Background: an optimization exercise with open tools, aiming at small area and a short achievable clock period. Do not read the settings as production practice.
For this run, only the layout was checked, not whether the RTL still works.
Power is estimated from default activity; no workload was simulated.

`flow/config.mk`:
```
export PLATFORM = sky130hd
export DESIGN_NAME = PE
export DESIGN_NICKNAME = PE
export VERILOG_FILES = /design/flow/design.v
export SDC_FILE = /design/flow/constraint.sdc
export NUM_CORES = 4
export LEC_CHECK = 0
export CAP_MARGIN = 20
export CORE_MARGIN = 2
export CORE_UTILIZATION = 55
export CTS_CLUSTER_DIAMETER = 80
export CTS_CLUSTER_SIZE = 24
export SLEW_MARGIN = 20
```
`flow/constraint.sdc`:
```
create_clock -name core_clock -period 12.0 [get_ports {clk}]
set_input_delay 2.4000 -clock core_clock [delete_from_list [all_inputs] [get_ports {clk}]]
set_output_delay 2.4000 -clock core_clock [all_outputs]
set_load 0.01 [all_outputs]
```
`flow/design.v`:
```
`timescale 1ns/1ps
module fp_mult (
    input  logic        clk,
    input  logic        load,
    input  logic        first,
    input  logic        store,
    input  logic [31:0] a,
    input  logic [31:0] b,
    output logic [31:0] result
);
    logic        sgn;        
    logic [7:0]  exp_s;      
    logic        zero;       
    logic [22:0] man_a;
    logic [23:0] man_b;      
    logic [8:0] exp_sum;
    assign exp_sum = {a[30:23], 1'b1} + {b[30:23], 1'b1};
    always @(posedge clk) begin
        sgn   <= a[31] ^ b[31];
        exp_s <= exp_sum[8:1] ^ 8'h80;
        zero  <= (a[30:0] == 31'd0) || (b[30:0] == 31'd0);
        if (load) begin
            man_a <= a[22:0];
            man_b <= {1'b1, b[22:0]};
        end
        else begin
            man_b <= man_b >> 5;
        end
    end
    logic [4:0] digit;
    assign digit = man_b[4:0];
    logic [25:0] acc_s, acc_c;
    logic        acc_e;
    logic [25:0] x;
    assign x = {1'b1, man_a, 2'b00};
    logic [25:0] ns, nc;
    logic        ne;
    fp_mult_step step (.x(x),
                       .d(digit),
                       .s(acc_s | {26{first}}),
                       .c(acc_c | {26{first}}),
                       .e(acc_e | first),
                       .ns(ns),
                       .nc(nc),
                       .ne(ne));
    always @(posedge clk) begin
        acc_s <= ns;
        acc_c <= nc;
        acc_e <= ne;
    end
    logic [7:0] e2;
    logic       s2, z2;
    always @(posedge clk) begin
        if (first) begin
            e2 <= exp_s;
            s2 <= sgn;
            z2 <= zero;
        end
    end
    logic [26:0] p2;
    logic [25:0] p;
    assign p2 = {~acc_s, 1'b1} + {~acc_c, ~acc_e};
    assign p  = p2[26:1];
    logic [31:0] r0, r1;
    always @(*) begin
        if (z2)
            r0 = 32'd0;
        else if (e2 == 8'hFF)
            r0 = {s2, 8'hFF, 23'd0};
        else if (e2 == 8'h00)
            r0 = {s2, 8'h00, 23'd0};
        else
            r0 = {s2, e2, p[22:0]};
        if (z2)
            r1 = 32'd0;
        else if (e2 == 8'hFE)
            r1 = {s2, 8'hFF, 23'd0};
        else if (e2 == 8'hFF)
            r1 = {s2, 8'h00, 23'd0};
        else
            r1 = {s2, e2 + 8'd1, p[23:1]};
    end
    always @(posedge clk) begin
        if (store)
            result <= p[24] ? r1 : r0;
    end
endmodule
module fp_mult_step (
    input  logic [25:0] x,
    input  logic [4:0]  d,
    input  logic [25:0] s,
    input  logic [25:0] c,
    input  logic        e,
    output logic [25:0] ns,
    output logic [25:0] nc,
    output logic        ne
);
    logic [25:0] pp0;
    assign pp0 = ~(x & {26{d[0]}});
    logic [25:0] pp1;
    assign pp1 = ~(x & {26{d[1]}});
    logic [25:0] pp2;
    assign pp2 = ~(x & {26{d[2]}});
    logic [25:0] pp3;
    assign pp3 = ~(x & {26{d[3]}});
    logic [25:0] pp4;
    assign pp4 = ~(x & {26{d[4]}});
    logic fs1;
    logic fc2;
    logic fs3;
    logic fc4;
    logic fs5;
    logic fc6;
    logic fs7;
    logic fc8;
    logic fs9;
    logic fc10;
    logic fs11;
    logic fc12;
    logic fs13;
    logic fc14;
    logic fs15;
    logic fc16;
    logic fs17;
    logic fc18;
    logic fs19;
    logic fc20;
    logic fs21;
    logic fc22;
    logic fs23;
    logic fc24;
    logic fs25;
    logic fc26;
    logic fs27;
    logic fc28;
    logic fs29;
    logic fc30;
    logic fs31;
    logic fc32;
    logic fs33;
    logic fc34;
    logic fs35;
    logic fc36;
    logic fs37;
    logic fc38;
    logic fs39;
    logic fc40;
    logic fs41;
    logic fc42;
    logic fs43;
    logic fc44;
    logic fs45;
    logic fc46;
    logic fs47;
    logic fc48;
    logic fs49;
    logic fc50;
    logic fs51;
    logic fc52;
    logic fs53;
    logic fc54;
    logic fs55;
    logic fc56;
    logic fs57;
    logic fc58;
    logic fs59;
    logic fc60;
    logic fs61;
    logic fc62;
    logic fs63;
    logic fc64;
    logic fs65;
    logic fc66;
    logic fs67;
    logic fc68;
    logic fs69;
    logic fc70;
    logic fs71;
    logic fc72;
    logic fs73;
    logic fc74;
    logic fs75;
    logic fc76;
    logic fs77;
    logic fc78;
    logic fs79;
    logic fc80;
    logic fs81;
    logic fc82;
    logic fs83;
    logic fc84;
    logic fs85;
    logic fc86;
    logic fs87;
    logic fc88;
    logic fs89;
    logic fc90;
    logic fs91;
    logic fc92;
    logic fs93;
    logic fc94;
    logic fs95;
    logic fc96;
    logic fs97;
    logic fc98;
    logic fs99;
    logic fc100;
    logic fs101;
    logic fc102;
    logic fs103;
    logic fc104;
    logic fs105;
    logic fc106;
    logic fs107;
    logic fc108;
    logic fs109;
    logic fc110;
    logic fs111;
    logic fc112;
    logic fs113;
    logic fc114;
    logic fs115;
    logic fc116;
    logic fs117;
    logic fc118;
    logic fs119;
    logic fc120;
    logic fs121;
    logic fc122;
    logic fs123;
    logic fc124;
    logic fs125;
    logic fc126;
    logic fs127;
    logic fc128;
    logic fs129;
    logic fc130;
    logic fs131;
    logic fc132;
    logic fs133;
    logic fc134;
    logic fs135;
    logic fc136;
    logic fs137;
    logic fc138;
    logic fs139;
    logic fc140;
    logic fs141;
    logic fc142;
    logic fs143;
    logic fc144;
    logic fs145;
    logic fc146;
    logic fs147;
    logic fc148;
    logic fs149;
    logic fc150;
    logic fs151;
    logic fc152;
    logic fs153;
    logic fc154;
    logic fs155;
    logic fc156;
    logic fs157;
    logic fc158;
    logic fs159;
    logic fc160;
    logic fs161;
    logic fc162;
    logic fs163;
    logic fc164;
    logic fs165;
    logic fc166;
    logic fs167;
    logic fc168;
    logic fs169;
    logic fc170;
    logic fs171;
    logic fc172;
    logic fs173;
    logic fc174;
    logic fs175;
    logic fc176;
    logic fs177;
    logic fc178;
    logic fs179;
    logic fc180;
    logic fs181;
    logic fc182;
    logic fs183;
    logic fc184;
    logic fs185;
    logic fc186;
    logic fs187;
    logic fc188;
    logic fs189;
    logic fc190;
    logic fs191;
    logic fc192;
    logic fs193;
    logic fc194;
    logic fs195;
    logic fc196;
    logic fs197;
    logic fc198;
    logic fs199;
    logic fc200;
    logic fs201;
    logic fc202;
    logic fs203;
    logic fc204;
    logic fs205;
    logic fc206;
    logic fs207;
    logic fc208;
    logic fs209;
    logic fc210;
    logic fs211;
    logic fc212;
    logic fs213;
    logic fc214;
    logic fs215;
    logic fc216;
    logic fs217;
    logic fc218;
    logic fs219;
    logic fc220;
    logic fs221;
    logic fc222;
    logic fs223;
    logic fc224;
    logic fs225;
    logic fc226;
    logic fs227;
    logic fc228;
    logic fs229;
    logic fc230;
    logic fs231;
    logic fc232;
    logic fs233;
    logic fc234;
    logic fs235;
    logic fc236;
    logic fs237;
    logic fc238;
    logic fs239;
    logic fc240;
    logic fs241;
    logic fc242;
    logic fs243;
    logic fc244;
    logic fs245;
    logic fc246;
    logic fs247;
    logic fc248;
    logic fs249;
    logic fc250;
    logic fs251;
    logic fc252;
    logic fs253;
    logic fc254;
    fp_fa u_fs1 (.a(s[6]), .b(c[6]), .c(1'b1), .s(fs1), .co(fc2));
    fp_fa u_fs3 (.a(s[7]), .b(c[7]), .c(pp0[7]), .s(fs3), .co(fc4));
    fp_fa u_fs5 (.a(s[8]), .b(c[8]), .c(pp0[8]), .s(fs5), .co(fc6));
    fp_fa u_fs7 (.a(s[9]), .b(c[9]), .c(pp0[9]), .s(fs7), .co(fc8));
    fp_fa u_fs9 (.a(s[10]), .b(c[10]), .c(pp0[10]), .s(fs9), .co(fc10));
    fp_fa u_fs11 (.a(s[11]), .b(c[11]), .c(pp0[11]), .s(fs11), .co(fc12));
    fp_fa u_fs13 (.a(s[12]), .b(c[12]), .c(pp0[12]), .s(fs13), .co(fc14));
    fp_fa u_fs15 (.a(s[13]), .b(c[13]), .c(pp0[13]), .s(fs15), .co(fc16));
    fp_fa u_fs17 (.a(s[14]), .b(c[14]), .c(pp0[14]), .s(fs17), .co(fc18));
    fp_fa u_fs19 (.a(s[15]), .b(c[15]), .c(pp0[15]), .s(fs19), .co(fc20));
    fp_fa u_fs21 (.a(s[16]), .b(c[16]), .c(pp0[16]), .s(fs21), .co(fc22));
    fp_fa u_fs23 (.a(s[17]), .b(c[17]), .c(pp0[17]), .s(fs23), .co(fc24));
    fp_fa u_fs25 (.a(s[18]), .b(c[18]), .c(pp0[18]), .s(fs25), .co(fc26));
    fp_fa u_fs27 (.a(s[19]), .b(c[19]), .c(pp0[19]), .s(fs27), .co(fc28));
    fp_fa u_fs29 (.a(s[20]), .b(c[20]), .c(pp0[20]), .s(fs29), .co(fc30));
    fp_fa u_fs31 (.a(s[21]), .b(c[21]), .c(pp0[21]), .s(fs31), .co(fc32));
    fp_fa u_fs33 (.a(s[22]), .b(c[22]), .c(pp0[22]), .s(fs33), .co(fc34));
    fp_fa u_fs35 (.a(s[23]), .b(c[23]), .c(pp0[23]), .s(fs35), .co(fc36));
    fp_fa u_fs37 (.a(s[24]), .b(c[24]), .c(pp0[24]), .s(fs37), .co(fc38));
    fp_fa u_fs39 (.a(s[25]), .b(c[25]), .c(pp0[25]), .s(fs39), .co(fc40));
    fp_fa u_fs41 (.a(s[4]), .b(c[4]), .c(1'b1), .s(fs41), .co(fc42));
    fp_fa u_fs43 (.a(s[5]), .b(c[5]), .c(pp0[5]), .s(fs43), .co(fc44));
    fp_fa u_fs45 (.a(pp1[4]), .b(pp2[3]), .c(1'b1), .s(fs45), .co(fc46));
    fp_fa u_fs47 (.a(fs1), .b(pp0[6]), .c(pp1[5]), .s(fs47), .co(fc48));
    fp_fa u_fs49 (.a(pp2[4]), .b(pp3[3]), .c(pp4[2]), .s(fs49), .co(fc50));
    fp_fa u_fs51 (.a(fs3), .b(pp1[6]), .c(pp2[5]), .s(fs51), .co(fc52));
    fp_fa u_fs53 (.a(pp3[4]), .b(pp4[3]), .c(fc2), .s(fs53), .co(fc54));
    fp_fa u_fs55 (.a(fs5), .b(pp1[7]), .c(pp2[6]), .s(fs55), .co(fc56));
    fp_fa u_fs57 (.a(pp3[5]), .b(pp4[4]), .c(fc4), .s(fs57), .co(fc58));
    fp_fa u_fs59 (.a(fs7), .b(pp1[8]), .c(pp2[7]), .s(fs59), .co(fc60));
    fp_fa u_fs61 (.a(pp3[6]), .b(pp4[5]), .c(fc6), .s(fs61), .co(fc62));
    fp_fa u_fs63 (.a(fs9), .b(pp1[9]), .c(pp2[8]), .s(fs63), .co(fc64));
    fp_fa u_fs65 (.a(pp3[7]), .b(pp4[6]), .c(fc8), .s(fs65), .co(fc66));
    fp_fa u_fs67 (.a(fs11), .b(pp1[10]), .c(pp2[9]), .s(fs67), .co(fc68));
    fp_fa u_fs69 (.a(pp3[8]), .b(pp4[7]), .c(fc10), .s(fs69), .co(fc70));
    fp_fa u_fs71 (.a(fs13), .b(pp1[11]), .c(pp2[10]), .s(fs71), .co(fc72));
    fp_fa u_fs73 (.a(pp3[9]), .b(pp4[8]), .c(fc12), .s(fs73), .co(fc74));
    fp_fa u_fs75 (.a(fs15), .b(pp1[12]), .c(pp2[11]), .s(fs75), .co(fc76));
    fp_fa u_fs77 (.a(pp3[10]), .b(pp4[9]), .c(fc14), .s(fs77), .co(fc78));
    fp_fa u_fs79 (.a(fs17), .b(pp1[13]), .c(pp2[12]), .s(fs79), .co(fc80));
    fp_fa u_fs81 (.a(pp3[11]), .b(pp4[10]), .c(fc16), .s(fs81), .co(fc82));
    fp_fa u_fs83 (.a(fs19), .b(pp1[14]), .c(pp2[13]), .s(fs83), .co(fc84));
    fp_fa u_fs85 (.a(pp3[12]), .b(pp4[11]), .c(fc18), .s(fs85), .co(fc86));
    fp_fa u_fs87 (.a(fs21), .b(pp1[15]), .c(pp2[14]), .s(fs87), .co(fc88));
    fp_fa u_fs89 (.a(pp3[13]), .b(pp4[12]), .c(fc20), .s(fs89), .co(fc90));
    fp_fa u_fs91 (.a(fs23), .b(pp1[16]), .c(pp2[15]), .s(fs91), .co(fc92));
    fp_fa u_fs93 (.a(pp3[14]), .b(pp4[13]), .c(fc22), .s(fs93), .co(fc94));
    fp_fa u_fs95 (.a(fs25), .b(pp1[17]), .c(pp2[16]), .s(fs95), .co(fc96));
    fp_fa u_fs97 (.a(pp3[15]), .b(pp4[14]), .c(fc24), .s(fs97), .co(fc98));
    fp_fa u_fs99 (.a(fs27), .b(pp1[18]), .c(pp2[17]), .s(fs99), .co(fc100));
    fp_fa u_fs101 (.a(pp3[16]), .b(pp4[15]), .c(fc26), .s(fs101), .co(fc102));
    fp_fa u_fs103 (.a(fs29), .b(pp1[19]), .c(pp2[18]), .s(fs103), .co(fc104));
    fp_fa u_fs105 (.a(pp3[17]), .b(pp4[16]), .c(fc28), .s(fs105), .co(fc106));
    fp_fa u_fs107 (.a(fs31), .b(pp1[20]), .c(pp2[19]), .s(fs107), .co(fc108));
    fp_fa u_fs109 (.a(pp3[18]), .b(pp4[17]), .c(fc30), .s(fs109), .co(fc110));
    fp_fa u_fs111 (.a(fs33), .b(pp1[21]), .c(pp2[20]), .s(fs111), .co(fc112));
    fp_fa u_fs113 (.a(pp3[19]), .b(pp4[18]), .c(fc32), .s(fs113), .co(fc114));
    fp_fa u_fs115 (.a(fs35), .b(pp1[22]), .c(pp2[21]), .s(fs115), .co(fc116));
    fp_fa u_fs117 (.a(pp3[20]), .b(pp4[19]), .c(fc34), .s(fs117), .co(fc118));
    fp_fa u_fs119 (.a(fs37), .b(pp1[23]), .c(pp2[22]), .s(fs119), .co(fc120));
    fp_fa u_fs121 (.a(pp3[21]), .b(pp4[20]), .c(fc36), .s(fs121), .co(fc122));
    fp_fa u_fs123 (.a(fs39), .b(pp1[24]), .c(pp2[23]), .s(fs123), .co(fc124));
    fp_fa u_fs125 (.a(pp3[22]), .b(pp4[21]), .c(fc38), .s(fs125), .co(fc126));
    fp_fa u_fs127 (.a(pp1[25]), .b(pp2[24]), .c(pp3[23]), .s(fs127), .co(fc128));
    fp_fa u_fs129 (.a(pp4[22]), .b(fc40), .c(1'b1), .s(fs129), .co(fc130));
    fp_fa u_fs131 (.a(pp2[25]), .b(pp3[24]), .c(1'b1), .s(fs131), .co(fc132));
    fp_fa u_fs133 (.a(s[3]), .b(c[3]), .c(1'b1), .s(fs133), .co(fc134));
    fp_fa u_fs135 (.a(fs41), .b(pp0[4]), .c(pp1[3]), .s(fs135), .co(fc136));
    fp_fa u_fs137 (.a(fs43), .b(fs45), .c(pp3[2]), .s(fs137), .co(fc138));
    fp_fa u_fs139 (.a(fs47), .b(fs49), .c(fc44), .s(fs139), .co(fc140));
    fp_fa u_fs141 (.a(fs51), .b(fs53), .c(fc48), .s(fs141), .co(fc142));
    fp_fa u_fs143 (.a(fs55), .b(fs57), .c(fc52), .s(fs143), .co(fc144));
    fp_fa u_fs145 (.a(fs59), .b(fs61), .c(fc56), .s(fs145), .co(fc146));
    fp_fa u_fs147 (.a(fs63), .b(fs65), .c(fc60), .s(fs147), .co(fc148));
    fp_fa u_fs149 (.a(fs67), .b(fs69), .c(fc64), .s(fs149), .co(fc150));
    fp_fa u_fs151 (.a(fs71), .b(fs73), .c(fc68), .s(fs151), .co(fc152));
    fp_fa u_fs153 (.a(fs75), .b(fs77), .c(fc72), .s(fs153), .co(fc154));
    fp_fa u_fs155 (.a(fs79), .b(fs81), .c(fc76), .s(fs155), .co(fc156));
    fp_fa u_fs157 (.a(fs83), .b(fs85), .c(fc80), .s(fs157), .co(fc158));
    fp_fa u_fs159 (.a(fs87), .b(fs89), .c(fc84), .s(fs159), .co(fc160));
    fp_fa u_fs161 (.a(fs91), .b(fs93), .c(fc88), .s(fs161), .co(fc162));
    fp_fa u_fs163 (.a(fs95), .b(fs97), .c(fc92), .s(fs163), .co(fc164));
    fp_fa u_fs165 (.a(fs99), .b(fs101), .c(fc96), .s(fs165), .co(fc166));
    fp_fa u_fs167 (.a(fs103), .b(fs105), .c(fc100), .s(fs167), .co(fc168));
    fp_fa u_fs169 (.a(fs107), .b(fs109), .c(fc104), .s(fs169), .co(fc170));
    fp_fa u_fs171 (.a(fs111), .b(fs113), .c(fc108), .s(fs171), .co(fc172));
    fp_fa u_fs173 (.a(fs115), .b(fs117), .c(fc112), .s(fs173), .co(fc174));
    fp_fa u_fs175 (.a(fs119), .b(fs121), .c(fc116), .s(fs175), .co(fc176));
    fp_fa u_fs177 (.a(fs123), .b(fs125), .c(fc120), .s(fs177), .co(fc178));
    fp_fa u_fs179 (.a(fs127), .b(fs129), .c(fc124), .s(fs179), .co(fc180));
    fp_fa u_fs181 (.a(fs131), .b(pp4[23]), .c(fc128), .s(fs181), .co(fc182));
    fp_fa u_fs183 (.a(pp3[25]), .b(pp4[24]), .c(1'b1), .s(fs183), .co(fc184));
    fp_fa u_fs185 (.a(s[0]), .b(c[0]), .c(1'b1), .s(fs185), .co(fc186));
    fp_fa u_fs187 (.a(s[1]), .b(c[1]), .c(1'b1), .s(fs187), .co(fc188));
    fp_fa u_fs189 (.a(s[2]), .b(c[2]), .c(pp0[2]), .s(fs189), .co(fc190));
    fp_fa u_fs191 (.a(fs133), .b(pp0[3]), .c(pp1[2]), .s(fs191), .co(fc192));
    fp_fa u_fs193 (.a(fs135), .b(pp2[2]), .c(fc134), .s(fs193), .co(fc194));
    fp_fa u_fs195 (.a(fs137), .b(fc42), .c(fc136), .s(fs195), .co(fc196));
    fp_fa u_fs197 (.a(fs139), .b(fc46), .c(fc138), .s(fs197), .co(fc198));
    fp_fa u_fs199 (.a(fs141), .b(fc50), .c(fc140), .s(fs199), .co(fc200));
    fp_fa u_fs201 (.a(fs143), .b(fc54), .c(fc142), .s(fs201), .co(fc202));
    fp_fa u_fs203 (.a(fs145), .b(fc58), .c(fc144), .s(fs203), .co(fc204));
    fp_fa u_fs205 (.a(fs147), .b(fc62), .c(fc146), .s(fs205), .co(fc206));
    fp_fa u_fs207 (.a(fs149), .b(fc66), .c(fc148), .s(fs207), .co(fc208));
    fp_fa u_fs209 (.a(fs151), .b(fc70), .c(fc150), .s(fs209), .co(fc210));
    fp_fa u_fs211 (.a(fs153), .b(fc74), .c(fc152), .s(fs211), .co(fc212));
    fp_fa u_fs213 (.a(fs155), .b(fc78), .c(fc154), .s(fs213), .co(fc214));
    fp_fa u_fs215 (.a(fs157), .b(fc82), .c(fc156), .s(fs215), .co(fc216));
    fp_fa u_fs217 (.a(fs159), .b(fc86), .c(fc158), .s(fs217), .co(fc218));
    fp_fa u_fs219 (.a(fs161), .b(fc90), .c(fc160), .s(fs219), .co(fc220));
    fp_fa u_fs221 (.a(fs163), .b(fc94), .c(fc162), .s(fs221), .co(fc222));
    fp_fa u_fs223 (.a(fs165), .b(fc98), .c(fc164), .s(fs223), .co(fc224));
    fp_fa u_fs225 (.a(fs167), .b(fc102), .c(fc166), .s(fs225), .co(fc226));
    fp_fa u_fs227 (.a(fs169), .b(fc106), .c(fc168), .s(fs227), .co(fc228));
    fp_fa u_fs229 (.a(fs171), .b(fc110), .c(fc170), .s(fs229), .co(fc230));
    fp_fa u_fs231 (.a(fs173), .b(fc114), .c(fc172), .s(fs231), .co(fc232));
    fp_fa u_fs233 (.a(fs175), .b(fc118), .c(fc174), .s(fs233), .co(fc234));
    fp_fa u_fs235 (.a(fs177), .b(fc122), .c(fc176), .s(fs235), .co(fc236));
    fp_fa u_fs237 (.a(fs179), .b(fc126), .c(fc178), .s(fs237), .co(fc238));
    fp_fa u_fs239 (.a(fs181), .b(fc130), .c(fc180), .s(fs239), .co(fc240));
    fp_fa u_fs241 (.a(fs183), .b(fc132), .c(fc182), .s(fs241), .co(fc242));
    fp_fa u_fs243 (.a(pp4[25]), .b(fc184), .c(1'b1), .s(fs243), .co(fc244));
    fp_fa u_fs245 (.a(fs185), .b(e), .c(1'b1), .s(fs245), .co(fc246));
    fp_fa u_fs247 (.a(fs187), .b(fc186), .c(fc246), .s(fs247), .co(fc248));
    fp_fa u_fs249 (.a(fs189), .b(fc188), .c(fc248), .s(fs249), .co(fc250));
    fp_fa u_fs251 (.a(fs191), .b(fc190), .c(fc250), .s(fs251), .co(fc252));
    fp_fa u_fs253 (.a(fs193), .b(fc192), .c(fc252), .s(fs253), .co(fc254));
    assign ns[0] = fs195;
    assign nc[0] = fc194;
    assign ns[1] = fs197;
    assign nc[1] = fc196;
    assign ns[2] = fs199;
    assign nc[2] = fc198;
    assign ns[3] = fs201;
    assign nc[3] = fc200;
    assign ns[4] = fs203;
    assign nc[4] = fc202;
    assign ns[5] = fs205;
    assign nc[5] = fc204;
    assign ns[6] = fs207;
    assign nc[6] = fc206;
    assign ns[7] = fs209;
    assign nc[7] = fc208;
    assign ns[8] = fs211;
    assign nc[8] = fc210;
    assign ns[9] = fs213;
    assign nc[9] = fc212;
    assign ns[10] = fs215;
    assign nc[10] = fc214;
    assign ns[11] = fs217;
    assign nc[11] = fc216;
    assign ns[12] = fs219;
    assign nc[12] = fc218;
    assign ns[13] = fs221;
    assign nc[13] = fc220;
    assign ns[14] = fs223;
    assign nc[14] = fc222;
    assign ns[15] = fs225;
    assign nc[15] = fc224;
    assign ns[16] = fs227;
    assign nc[16] = fc226;
    assign ns[17] = fs229;
    assign nc[17] = fc228;
    assign ns[18] = fs231;
    assign nc[18] = fc230;
    assign ns[19] = fs233;
    assign nc[19] = fc232;
    assign ns[20] = fs235;
    assign nc[20] = fc234;
    assign ns[21] = fs237;
    assign nc[21] = fc236;
    assign ns[22] = fs239;
    assign nc[22] = fc238;
    assign ns[23] = fs241;
    assign nc[23] = fc240;
    assign ns[24] = fs243;
    assign nc[24] = fc242;
    assign ns[25] = fc244;
    assign nc[25] = 1'b1;
    assign ne = fc254;
endmodule
module fp_fa (
    input  logic a,
    input  logic b,
    input  logic c,
    output logic s,
    output logic co
);
    assign {co, s} = {1'b0, a} + {1'b0, b} + {1'b0, c};
endmodule
`timescale 1ns/1ps
module fp_add (
    input  logic        clk,
    input  logic        rst,
    input  logic        add,
    input  logic        update,
    input  logic        run,
    input  logic [31:0] b,
    output logic [31:0] sum
);
    logic [31:0] a;
    assign a = sum;
    logic za, zb;
    assign zb = (b[30:23] == 8'd0);
    logic [23:0] man_a, man_b;
    assign man_a = {~za, a[22:0]};
    assign man_b = {~zb, b[22:0]};
    logic [8:0] diff;
    logic [7:0] mag;
    assign diff = {1'b0, a[30:23]} - {1'b0, b[30:23]};
    assign mag  = diff[8] ? -diff[7:0] : diff[7:0];
    logic       swap;
    logic [4:0] shamt;
    always @(posedge clk) begin
        swap  <= diff[8];
        shamt <= (mag[7:5] != 3'd0) ? 5'd31 : mag[4:0];
    end
    logic        swap_r;
    logic [23:0] minor;
    always @(posedge clk) begin
        swap_r <= swap;
        minor  <= (swap ? man_a : man_b) >> shamt;
    end
    logic        larger;     
    logic        s_sgn;
    logic [7:0]  s_exp;
    logic [24:0] s_man;
    always @(posedge clk) begin
        if (add) begin
            s_sgn <= (za && zb) ? 1'b0 : (larger ? a[31] : b[31]);
            s_exp <= swap_r ? b[30:23] : a[30:23];
            s_man <= {1'b0, swap_r ? man_b : man_a} + {1'b0, minor};
        end
    end
    always @(posedge clk or negedge rst) begin
        if (!rst)
            larger <= 1'b0;
        else if (add && run)
            larger <= !diff[8] && (diff[7:0] != 8'd0 || a[22:0] > b[22:0]);
    end
    logic norm;
    assign norm = s_man[24] && !s_man[23] && (s_exp != 8'd0);
    logic [31:0] next;
    assign next = {s_sgn, s_exp + {7'd0, norm}, norm ? s_man[23:1] : s_man[22:0]};
    always @(posedge clk or negedge rst) begin
        if (!rst) begin
            sum <= 32'd0;
            za  <= 1'b1;
        end
        else if (update) begin
            sum <= next;
            za  <= (next[30:0] == 31'd0);
        end
    end
endmodule
`timescale 1ns/1ps
module PE (
    input clk,
    input rst,
    input logic [31:0] PE_in_a,
    input logic [31:0] PE_in_b,
    output logic [31:0] PE_out_r
);
    logic [4:0] pm;      
    logic [5:0] pa;      
    logic       run;     
    always @(posedge clk or negedge rst) begin
        if (!rst) begin
            pm  <= 5'b00001;
            pa  <= 6'b000001;
            run <= 1'b0;
        end
        else begin
            pm <= {pm[3:0], pm[4]};
            pa <= {pa[4:0], pa[5]};
            if (pa[5])
                run <= 1'b1;
        end
    end
    logic [31:0] prod;
    fp_mult uut_1 (.clk(clk),
                   .load(pm[0]),
                   .first(pm[1]),
                   .store(pm[1] & ~pa[2]),
                   .a(PE_in_a),
                   .b(PE_in_b),
                   .result(prod));
    fp_add uut_2 (.clk(clk),
                  .rst(rst),
                  .add((pa[4] & ~pm[2]) | (pa[3] & pm[1])),
                  .update(pa[5] & run),
                  .run(run),
                  .b(prod),
                  .sum(PE_out_r));
endmodule
```
`flow/flow/run.sh`:
```
#!/bin/bash
set -euo pipefail
bash standard.sh finish SETUP_SLACK_MARGIN=8.4 "BUFFER_PORTS_ARGS=-buffer_cell sky130_fd_sc_hd__buf_2" SYNTH_KEEP_MODULES=fp_fa > flow.log 2>&1
```
`flow/standard.sh`:
```
#!/bin/bash
# synth_recipe.tcl (not shown) runs the flow's synth.tcl, then flattens the netlist and writes it again
# the make line also repeats each setting of config.mk as NAME=value (left out here)
make -C /OpenROAD-flow-scripts/flow DESIGN_CONFIG=/design/flow/config.mk WORK_HOME=/design/flow/orfs CLKGATE_MAP_FILE= SYNTH_SCRIPT=/design/flow/synth_recipe.tcl "${@:-finish}"
```
==> run notes <==
worst register-to-register path: stages, from the launching register on:
cell,delay (ns)
dfrtp_2,0.44
buf_12,0.17
or2_2,0.35
fa_1,0.49
fa_2,0.40
fa_1,0.39
fa_1,0.39
fa_2,0.35
fa_1,0.36
flip-flops by register name, indices dropped and copies added (netlist names), 5 cells and up:
| register | count |
|---|---|
| pa | 6 |
| pm | 5 |
| uut_1.acc_c | 25 |
| uut_1.acc_s | 26 |
| uut_1.e2 | 8 |
| uut_1.exp_s | 8 |
| uut_1.man_a | 23 |
| uut_1.man_b | 24 |
| uut_1.result | 32 |
| uut_2.minor | 24 |
| uut_2.s_exp | 8 |
| uut_2.s_man | 25 |
| uut_2.shamt | 5 |
| uut_2.sum | 32 |
Yosys stat by module (local to each module, per instance):
| module | cell area, um^2 | flops+latches | times used |
|---|---|---|---|
| fp_fa | 20.0 | 0 | 127 |
| PE | 14700 | 262 | 1 |
area by class of cell:
cell class / instances / area, um^2 / area share
Timing Repair Buffer: 111 / 653 / 0.0346
Clock buffer: 21 / 450 / 0.0239
Inverter: 118 / 460 / 0.0244
Multi-Input combinational cell: 1244 / 10200 / 0.542
Sequential cell: 262 / 6500 / 0.345
Tap cell: 396 / 495 / 0.0263
Clock inverter: 8 / 71.3 / 0.00378
cells by family (layout without fill, tap and decap cells):
group / Yosys count / after routing / share of synthesized area
buffers and inverters: 180 / 258 / 0.0400
AOI/OAI and AO/OA: 316 / 316 / 0.117
adders and majority gates: 223 / 223 / 0.218
other: 1 / 12 / 0.000217
muxes: 105 / 105 / 0.0765
DFF: 262 / 262 / 0.374
and+or+nand+nor: 527 / 527 / 0.143
xor gates and xnor gates: 61 / 61 / 0.0309
path summary, 6_finish.rpt:
check                             start           to  slack, ns  cells after the start
setup / recovery           uut_2.sum[2]  PE_out_r[2]       8.43                      1
hold / removal                    pm[4]        pm[0]       0.36                      0
setup reg to reg                  pm[1]  uut_1.acc_e       8.53                      8
hold reg to reg                   pm[4]        pm[0]       0.36                      0
max in group asynchronous           rst     uut_2.za       9.63                      2
min in group asynchronous           rst        pm[3]       1.82                      1
cells in the mapped netlist (4+ instances only):
cell,count
nand2_1,243
fa_1,131
dfxtp_1,117
inv_1,117
edfxtp_1,99
ha_1,92
o21ai_0,88
a21oi_1,84
nor2_1,72
or2_2,60
mux2_2,56
clkbuf_1,48
dfrtp_1,43
xnor2_1,42
mux2i_1,33
nand3_1,33
a21o_1,27
nor4_1,22
nor3_1,19
xor2_1,19
and3_1,16
mux4_2,16
nand4_1,14
o22ai_1,14
a31oi_1,12
o21a_1,12
and2_1,11
a211oi_1,10
a311oi_1,9
nor2b_1,9
o21bai_1,9
nand2b_1,8
buf_2,7
buf_1,5
nor3b_1,5
o211ai_1,4
o31ai_1,4
o32ai_1,4
or3_1,4
power by group through the flow:
stage	clock, W	combinational, W	sequential, W
final	0.000592	0.000116	0.000938
after global routing	0.000639	0.000134	0.000940
after CTS	0.000611	0.000117	0.000938
after detailed placement	0	0.000116	0.000958
after global placement	0	0.000114	0.000958
after floorplan	0	0.0000793	0.000956
stage by stage:
step	hold slack (ns)	power, W	worst slack, ns	cells	cell area (um^2)
finish	0.360	0.00165	8.43	2160	18800
global route	0.366	0.00171	8.39	2160	18800
CTS	0.363	0.00167	8.38	2158	18800
detailed placement	0.336	0.00107	8.08	2127	18200
global placement	0.336	0.00107	8.10	2127	18200
floorplan	0.331	0.00104	8.32	1686	17400
what timing repair did:
item	in CTS	in global routing
buffers inserted	1	1
pin swaps	0	6
gates resized for setup	8	24
setup endpoints to repair	9	22
gates cloned	1	0
layer usage:
layer	vias to the layer above	GRT usage	part of all wire	routed length (um)
li1	5981	-	-	-
met1	5847	0.317	0.46	17300
met2	209	0.405	0.48	17900
met3	52	0.0232	0.029	1090
met4	0	0.0644	0.028	1060
met5	-	0	0	0
==> flow_summary.yaml <==
clock_network:
  cts_tree: "yes"
  h-tree-depth: 1
  hold_buffers: 0
  clk_pin_slew_worst_paths_ns: 0.09
  root_buffer: "clkbuf_16"
  cts_max_path_buffers: 3
  cts.sinks: 262
  clock_latency_ns: 0.51
  cts_buffers: 17
worst_setup_path:
  cpPeakStageDelay_ns: 0.48
  arrival_ns: 1.17
  critPathMaxFanout: 5
  path_class: "flop to output port"
  critPathTopFamily: "flip-flops"
  critPathCaptureType: "output port"
  worstPathRequired_ns: 9.60
  critPathLaunchType: "flop"
  cp_slowest_cell: "dfrtp_1"
  cp_num_buf_inv: 1
  crit_chain: "buf_2"
pwr:
  internal_power_w: 0.00126
  power.switching_w: 0.000384
  ir_drop_v: 0.000116
  p_leak_nw: 7.69
  p_per_area_nw_per_um2: 87.3
  swShare: 0.233
  power_frac_clock: 0.360
  power_frac_comb: 0.071
  power_frac_seq: 0.570
synthesis:
  synth_cell_types: 77
  synthCells: 1675
  async_flop_share: 0.176
  syn-cell-area_um2: 17300
  synth-seq-cells: 262
  synthFlopType: "dfxtp_1"
  synth-edff-count: 99
  ys_warn_count: 3
  ys_seq_area_frac: 0.374
  synth_area_leaders: "edfxtp_1 (17%), fa_1 (15%), dfxtp_1 (14%), ha_1 (6.7%), dfrtp_1 (6.2%)"
  avgSynthCellArea_um2: 10.3
  synth_top_area_share: 0.172
  synth_largest_area_cell: "edfxtp_1"
timing:
  slew_headroom: 0.298
  final.setup_skew_ns: 0.0170
  finalHoldViolCount: 0
  finalSetupTns_ns: 0
  drv_slew: 0
  worst_pin_slew_ns: 1.05
  final-setup-viol-count: 0
  period_needed_ns: 3.57
  fmax_mhz: 280
  rsz0062_at_grt: "yes"
  timing.final.crit_share: 0.297
cells_and_area:
  diodes: 0
  layout_commonest_cell: "nand2_1"
  synthToLayoutAreaGrowth_pct: 9.09
  fin_util: 0.613
  final_cell_mix: "nand2_1 (243), fa_1 (127), dfxtp_1 (115)"
  final_nets: 2043
  drive_gt1_frac: 0.181
  filler_cell_count: 2650
grt:
  grt_usage: 0.235
  grt_pass1_vias: 12328
  grt_pass1_wl_um: 62300
  grt_max_degree: 61
  antenna_found_initial: 0
  grt_overflow: 0
detailed_routing:
  ant_nets: 0
  drt_wl_total_um: 37300
  via_per_inst: 5.60
  via_count: 12089
  drtIter0Drc: 434
  detail_route.first_pass.iterations: 5
  detail_route.wl_per_cell_um: 17.3
  drc: 0
placed_design:
  dp_hpwl_um: 30000
  place_congestion: 0.893
  port_buffers: 97
die:
  coreArea_um2: 30700
  dieArea_um2: 32800
  ios: 98
  rows: 64
  die_x_um: 181
  die_y_um: 181
  initial_core_util: 0.562
outcome:
  run_status: "no timing/DRC/antenna violations"
worst_hold_path:
  min_path_type: "flop to flop"
run:
  maxCapViolCount: 0

-- separate check: timing with driven ports --
No port has a modelled driver above. Below, the same layout with a new extraction and two added sets of constraints. Step 1 assumes that a clkbuf_16 drives the clock port and a buf_2 every other input. Step 2, shift: input delay + t, output delay - t, t = (earliest + latest rising clock arrival at the registers) / 2. This alone moves slack from input paths to output paths. Slacks: ideal / step 1 / step 2; pairs: ideal / step 1.
shift t [ns]: 0.553
setup WS [ns]: 8.432 / 8.379 / 8.069
worst hold slack (ns): 0.360 / 0.360 / 0.360
slew at the worst register clock pin (ns): 0.09 / 0.09
worst data-port slew with drivers (ns): 0.04
After both steps setup and hold are still met in this run. The setup slack of this run moves by -0.053 ns with the drivers and by -0.363 ns with both steps.
